Source: an optimization exercise on an open RTL-to-GDS flow (aim: small area). Production flows keep margins and buffers that such runs may drop. Only simulation tests tie the RTL to the original design; equivalence was not proved. Power is estimated from default activity; no workload was simulated.

## ACTIVEPRO
module ACTIVEPRO (
    input       RESET,
    input       SYS_CLOCK,                
    output reg  ACTIVE_DATA ,             
    output reg  ACTIVE_CLOCK,             
    input [511:0] ACTIVE_MESSAGE,         
    input [5:0] ACTIVE_CHANNEL,           
    input  ACTIVE_WR                      
    );
    localparam L = 513;
    reg          busy;                    
    reg          idle;                    
    reg [10:0]   cnt;                     
    reg [5:0]    X;                       
    reg [L-1:0]  ring;
    wire [L-1:0] mp;
    genvar g;
    generate
        for (g = 0; g < 512; g = g + 1) begin : perm
            assign mp[(2*g) % L] = ACTIVE_MESSAGE[g];
        end
    endgenerate
    assign mp[511] = 1'b0;
    always @ (posedge SYS_CLOCK)
        ring <= ~(({ring[L-2:0], ring[L-1]} | {L{idle}}) & (mp | {L{busy}}));
    wire [63:0] tap;
    generate
        for (g = 0; g < 64; g = g + 1) begin : taps
            assign tap[g] = ring[(16*g + 46) % L];
        end
    endgenerate
    wire [6:0] B = cnt[10:4];             
    wire [2:0] bitn = cnt[3:1];
    wire [31:0] det;
    generate
        for (g = 0; g < 32; g = g + 1) begin : dets
            localparam integer Q = (16*(2*g+2) + 2*(g % 8)) % L;
            assign det[g] = &{ring[(Q+14) % L], ring[(Q+12) % L], ring[(Q+10) % L], ring[(Q+8) % L],
                              ring[(Q+6) % L],  ring[(Q+4) % L],  ring[(Q+2) % L],  ring[Q]};
        end
    endgenerate
    wire       search = B[6] & (B[1] ^ B[0]) & cnt[0];    
    wire [3:0] hit;
    generate
        for (g = 0; g < 4; g = g + 1) begin : hits
            assign hit[g] = det[8*g + bitn];
        end
    endgenerate
    wire [1:0] a = hit[0] ? 2'd0 : hit[1] ? 2'd1 : hit[2] ? 2'd2 : 2'd3;
    wire [5:0] cand = {a, bitn, ~B[1]};
    wire       take = search & (|hit) & (cand < X);
    wire       last = (B == {1'b0, X});
    wire [7:0] SECOND_BYTE = {2'b01, ACTIVE_CHANNEL};
    reg        dbit;
    always @*
    begin
        if (B[6] && B[1:0] == 2'b01)       dbit = (bitn != 3'd0);
        else if (B[6] && B[1:0] == 2'b10)  dbit = SECOND_BYTE[7-bitn];
        else                               dbit = ~tap[X];
    end
    always @ (posedge SYS_CLOCK)
    begin
        cnt <= busy ? cnt + 11'd1 : {7'd125, 4'd1};
        if (!busy)     X <= 6'd63;
        else if (take) X <= cand;
  ...
For scale: ~1400 cells after synthesis, roughly 530 flip-flops, roughly 520 I/O pins, about 16000 sq um of cells after synthesis.
==> flow/config.mk <==
export PLATFORM = sky130hd
export DESIGN_NAME = ACTIVEPRO
export DESIGN_NICKNAME = ACTIVEPRO
export VERILOG_FILES = /design/flow/design.v
export SDC_FILE = /design/flow/constraint.sdc
export NUM_CORES = 4
export LEC_CHECK = 0
export CAP_MARGIN = 0
export CORE_MARGIN = 2
export CORE_UTILIZATION = 50
export CTS_BUF_LIST = sky130_fd_sc_hd__clkbuf_8
export CTS_CLUSTER_DIAMETER = 70
export CTS_CLUSTER_SIZE = 18
export PLACE_DENSITY = 0.6
export SLEW_MARGIN = 0
==> flow/constraint.sdc <==
create_clock -name core_clock -period 10.0 [get_ports {SYS_CLOCK}]
set_input_delay 2.0000 -clock core_clock [delete_from_list [all_inputs] [get_ports {SYS_CLOCK}]]
set_output_delay 2.0000 -clock core_clock [all_outputs]
set_load 0.01 [all_outputs]
standard.sh (not shown) runs the stock make flow with config.mk's settings and CLKGATE_MAP_FILE= SYNTH_SCRIPT=/design/flow/synth_recipe.tcl, a recipe that flattens the netlist after the stock synthesis.
==> flow/flow/run.sh <==
#!/bin/bash
# Standard layout, with the port buffers made from the smallest buffer cell.
set -euo pipefail
export BUFFER_PORTS_ARGS="-buffer_cell sky130_fd_sc_hd__buf_1"
bash standard.sh finish > standard_flow.log 2>&1
Rerun with:
Settings changed: CAP_MARGIN 0 to 20, CTS_BUF_LIST sky130_fd_sc_hd__clkbuf_8 to sky130_fd_sc_hd__clkbuf_16, CTS_CLUSTER_DIAMETER 70 to 60, CTS_CLUSTER_SIZE 18 to 36, SLEW_MARGIN 0 to 20.
Effect: Setup slack is better by 0.43 ns; critical path depth stays the same; register-to-register slack is better by 0.43 ns; clock power is higher by about 60%; maximum frequency is higher by about 12%; power is higher by about 14%.
Rerun with:
Settings changed: CAP_MARGIN 20 to 0, CORE_UTILIZATION 50 to 60, CTS_BUF_LIST sky130_fd_sc_hd__clkbuf_16 to sky130_fd_sc_hd__clkbuf_8, CTS_CLUSTER_DIAMETER 60 to 100, CTS_CLUSTER_SIZE 36 to 18, PLACE_DENSITY 0.6 to 0.7, SLEW_MARGIN 20 to 0.
Outcome: Via count climbs slightly; routed wire length drops by a few percent; clock skew drops by 0.015 ns; power drops by roughly a tenth; first-iteration DRC count climbs by a quarter to a third.
Rerun with:
Settings changed: CORE_UTILIZATION 60 to 50, CTS_BUF_LIST sky130_fd_sc_hd__clkbuf_8 to sky130_fd_sc_hd__clkbuf_16, CTS_CLUSTER_DIAMETER 100 to 80, CTS_CLUSTER_SIZE 18 to 30, PLACE_DENSITY 0.7 to 0.6.
Outcome: Power went up by 2.8%. Non-clock buffer count does not change. Worst setup slack loses 0.39 ns. Synthesized area stays the same.


Another version of the RTL of ACTIVEPRO (not shown whole).
Size in the first run: roughly 1,600 cells after synthesis, ~520 I/O pins, about 0.017 mm² of cells after synthesis.
export LEC_CHECK = 0
export CAP_MARGIN = 20
export CORE_MARGIN = 2
export CORE_UTILIZATION = 50
export PLACE_DENSITY = 0.6
export SLEW_MARGIN = 20
create_clock -name core_clock -period 10.0 [get_ports {SYS_CLOCK}]
run.sh (not shown) runs the stock make flow with config.mk's settings and CLKGATE_MAP_FILE= SYNTH_SCRIPT=/design/flow/synth_recipe.tcl, a recipe that flattens the netlist after the stock synthesis.
Stock flow here: none of the scripts above is used.
The starting point went through all stages and came out clean.
Next try:
==> flow/flow/run.sh (new file) <==
#!/bin/bash
# Standard layout, with the port buffers made from the smallest buffer cell.
set -euo pipefail
export BUFFER_PORTS_ARGS="-buffer_cell sky130_fd_sc_hd__buf_1"
bash standard.sh finish > standard_flow.log 2>&1
==> flow/standard.sh (new file) <==
#!/bin/bash
# synth_recipe.tcl (not shown) runs the flow's synth.tcl, then flattens the netlist and writes it again
# the make line also repeats each setting of config.mk as NAME=value (left out here)
make -C /OpenROAD-flow-scripts/flow DESIGN_CONFIG=/design/flow/config.mk WORK_HOME=/design/flow/orfs CLKGATE_MAP_FILE= SYNTH_SCRIPT=/design/flow/synth_recipe.tcl "${@:-finish}"
removed: flow/run.sh
Synthesized area does not change.
Total power fell by 3.1%.
Die area does not change.
First-iteration DRC count fell by about 2%.
Register-to-register slack improves by 0.13 ns.
Final cell count stays flat.
Clock power stays flat.
Final area fell by 14%.
Worst setup slack improves by 0.23 ns.
Next try:
==> flow/run.sh (new file) <==
#!/bin/bash
# synth_recipe.tcl (not shown) runs the flow's synth.tcl, then flattens the netlist and writes it again
# the make line also repeats each setting of config.mk as NAME=value (left out here)
make -C /OpenROAD-flow-scripts/flow DESIGN_CONFIG=/design/flow/config.mk WORK_HOME=/design/flow/orfs CLKGATE_MAP_FILE= SYNTH_SCRIPT=/design/flow/synth_recipe.tcl finish
CTS_BUF_LIST = sky130_fd_sc_hd__clkbuf_4 sky130_fd_sc_hd__clkbuf_8   (was default)
CTS_CLUSTER_SIZE = 30   (was default)
removed: flow/flow/run.sh
removed: flow/standard.sh
- The changed run finished clean
- power rises slightly
- sequential share of layout area came out lower by 6.9 points
- die area stays the same
- worst setup slack loses 0.17 ns
- sequential cell count stays the same


The RTL this note starts from:
==> flow/design.v <==
module ACTIVEPRO (
    input       RESET,
    input       SYS_CLOCK,                
    output reg  ACTIVE_DATA ,             
    output reg  ACTIVE_CLOCK,             
    input [511:0] ACTIVE_MESSAGE,         
    input [5:0] ACTIVE_CHANNEL,           
    input  ACTIVE_WR                      
    );
    localparam L = 513;
    reg          busy;                    
    reg          idle;                    
    reg [10:0]   cnt;                     
    reg [5:0]    X;                       
    reg [L-1:0]  ring;
    wire [L-1:0] mp;
    genvar g;
    generate
        for (g = 0; g < 512; g = g + 1) begin : perm
            assign mp[(2*g) % L] = ACTIVE_MESSAGE[g];
        end
    endgenerate
    assign mp[511] = 1'b0;
    always @ (posedge SYS_CLOCK)
        ring <= ~(({ring[L-2:0], ring[L-1]} | {L{idle}}) & (mp | {L{busy}}));
    wire [63:0] tap;
    generate
        for (g = 0; g < 64; g = g + 1) begin : taps
            assign tap[g] = ring[(16*g + 46) % L];
        end
    endgenerate
    wire [6:0] B = cnt[10:4];             
    wire [2:0] bitn = cnt[3:1];
    wire [31:0] det;
    generate
        for (g = 0; g < 32; g = g + 1) begin : dets
            localparam integer Q = (16*(2*g+2) + 2*(g % 8)) % L;
            assign det[g] = &{ring[(Q+14) % L], ring[(Q+12) % L], ring[(Q+10) % L], ring[(Q+8) % L],
                              ring[(Q+6) % L],  ring[(Q+4) % L],  ring[(Q+2) % L],  ring[Q]};
        end
    endgenerate
    wire       search = B[6] & (B[1] ^ B[0]) & cnt[0];    
    wire [3:0] hit;
    generate
        for (g = 0; g < 4; g = g + 1) begin : hits
            assign hit[g] = det[8*g + bitn];
        end
    endgenerate
    wire [1:0] a = hit[0] ? 2'd0 : hit[1] ? 2'd1 : hit[2] ? 2'd2 : 2'd3;
    wire [5:0] cand = {a, bitn, ~B[1]};
    wire       take = search & (|hit) & (cand < X);
    wire       last = (B == {1'b0, X});
    wire [7:0] SECOND_BYTE = {2'b01, ACTIVE_CHANNEL};
    reg        dbit;
    always @*
    begin
        if (B[6] && B[1:0] == 2'b01)       dbit = (bitn != 3'd0);
        else if (B[6] && B[1:0] == 2'b10)  dbit = SECOND_BYTE[7-bitn];
        else                               dbit = ~tap[X];
    end
    always @ (posedge SYS_CLOCK)
    begin
        cnt <= busy ? cnt + 11'd1 : {7'd125, 4'd1};
        if (!busy)     X <= 6'd63;
        else if (take) X <= cand;
    end
    always @ (posedge SYS_CLOCK)
    begin
        if (RESET)
        begin
            busy <= 1'b0;
            idle <= 1'b1;
            ACTIVE_CLOCK <= 1'b0;
            ACTIVE_DATA <= 1'b0;
        end
        else
        begin
            busy <= busy ? !last : ACTIVE_WR;
            idle <= idle ? !ACTIVE_WR : last;
            if (busy)
            begin
                ACTIVE_CLOCK <= !cnt[0];
                if (cnt[0]) ACTIVE_DATA <= dbit;
            end
        end
    end
endmodule
==> flow/config.mk <==
export PLATFORM = sky130hd
export DESIGN_NAME = ACTIVEPRO
export DESIGN_NICKNAME = ACTIVEPRO
export VERILOG_FILES = /design/flow/design.v
export SDC_FILE = /design/flow/constraint.sdc
export NUM_CORES = 4
export LEC_CHECK = 0
export CAP_MARGIN = 0
export CORE_MARGIN = 2
export CORE_UTILIZATION = 50
export CTS_BUF_LIST = sky130_fd_sc_hd__clkbuf_8 sky130_fd_sc_hd__clkbuf_16
export CTS_CLUSTER_DIAMETER = 80
export CTS_CLUSTER_SIZE = 20
export PLACE_DENSITY = 0.6
export SLEW_MARGIN = 0
==> flow/constraint.sdc <==
create_clock -name core_clock -period 10.0 [get_ports {SYS_CLOCK}]
set_input_delay 2.0000 -clock core_clock [delete_from_list [all_inputs] [get_ports {SYS_CLOCK}]]
set_output_delay 2.0000 -clock core_clock [all_outputs]
set_load 0.01 [all_outputs]
standard.sh (not shown) runs the stock make flow with config.mk's settings and CLKGATE_MAP_FILE= SYNTH_SCRIPT=/design/flow/synth_recipe.tcl, a recipe that flattens the netlist after the stock synthesis.
==> flow/flow/run.sh <==
#!/bin/bash
# Standard layout, with the port buffers made from the smallest buffer cell.
set -euo pipefail
export BUFFER_PORTS_ARGS="-buffer_cell sky130_fd_sc_hd__buf_1"
bash standard.sh finish > standard_flow.log 2>&1
The first run went through all stages and came out clean.
Change:
--- a/flow/config.mk
+++ b/flow/config.mk
@@ -9,7 +9,9 @@
 export CORE_MARGIN = 2
 export CORE_UTILIZATION = 50
-export CTS_BUF_LIST = sky130_fd_sc_hd__clkbuf_8 sky130_fd_sc_hd__clkbuf_16
-export CTS_CLUSTER_DIAMETER = 80
-export CTS_CLUSTER_SIZE = 20
+export CTS_BUF_LIST = sky130_fd_sc_hd__clkbuf_8
+export CTS_CLUSTER_DIAMETER = 100
+export CTS_CLUSTER_SIZE = 18
+export GPL_ROUTABILITY_DRIVEN = 0
+export GPL_TIMING_DRIVEN = 0
 export PLACE_DENSITY = 0.6
 export SLEW_MARGIN = 0
What happened: The changed run finished with timing, DRC and antenna clean. Critical path depth rises by 1. Total power falls by a few percent. Worst setup slack gains 0.60 ns. Routed wire length rises by a few percent. Core utilization rises by 0.33 points. Hold slack loses 0.0032 ns. Maximum frequency rises by about a fifth.

[what the ideal ports hide]
The results above use ideal ports. As a check the final layouts listed here were re-extracted and re-timed, cells and wires unchanged. Step 1 sets driving cells, clkbuf_16 on the clock port and buf_2 on the other inputs (assumed; they add their load-dependent delay and slew). Step 2 also shifts input and output timing later by t, the mid clock arrival at the registers, as if the neighbouring blocks saw the same clock. a / b / c = ideal ports / drivers / drivers and shift; a / b = the first two.
run | shift t [ns] | setup WS [ns] | worst setup path at the end | worst data-port slew with drivers (ns)
the first run of note 1 | 0.613 | 6.116 / 6.116 / 6.110 | input to register | 0.09
the second run of note 1 | 0.585 | 6.542 / 6.542 / 6.041 | input to register | 0.10
the third run of note 1 | 0.598 | 6.568 / 6.568 / 6.391 | input to register | 0.10
the fourth run of note 1 | 0.595 | 6.176 / 6.176 / 6.092 | input to register | 0.10
the first run of note 2 | 0.607 | 5.942 / 5.963 / 5.356 | input to register | 0.11
the second run of note 2 | 0.619 | 6.170 / 6.199 / 5.581 | input to register | 0.11
the third run of note 2 | 0.659 | 6.003 / 6.028 / 5.370 | input to register | 0.11
the first run of note 3 | 0.625 | 6.113 / 6.113 / 6.061 | input to register | 0.09
the second run of note 3 | 0.613 | 6.714 / 6.714 / 6.469 | input to register | 0.09
After both steps every run listed still meets setup and hold. The setup slack of the third run of note 2, which loses most, moves by +0.025 ns with the drivers and by -0.633 ns with both steps.
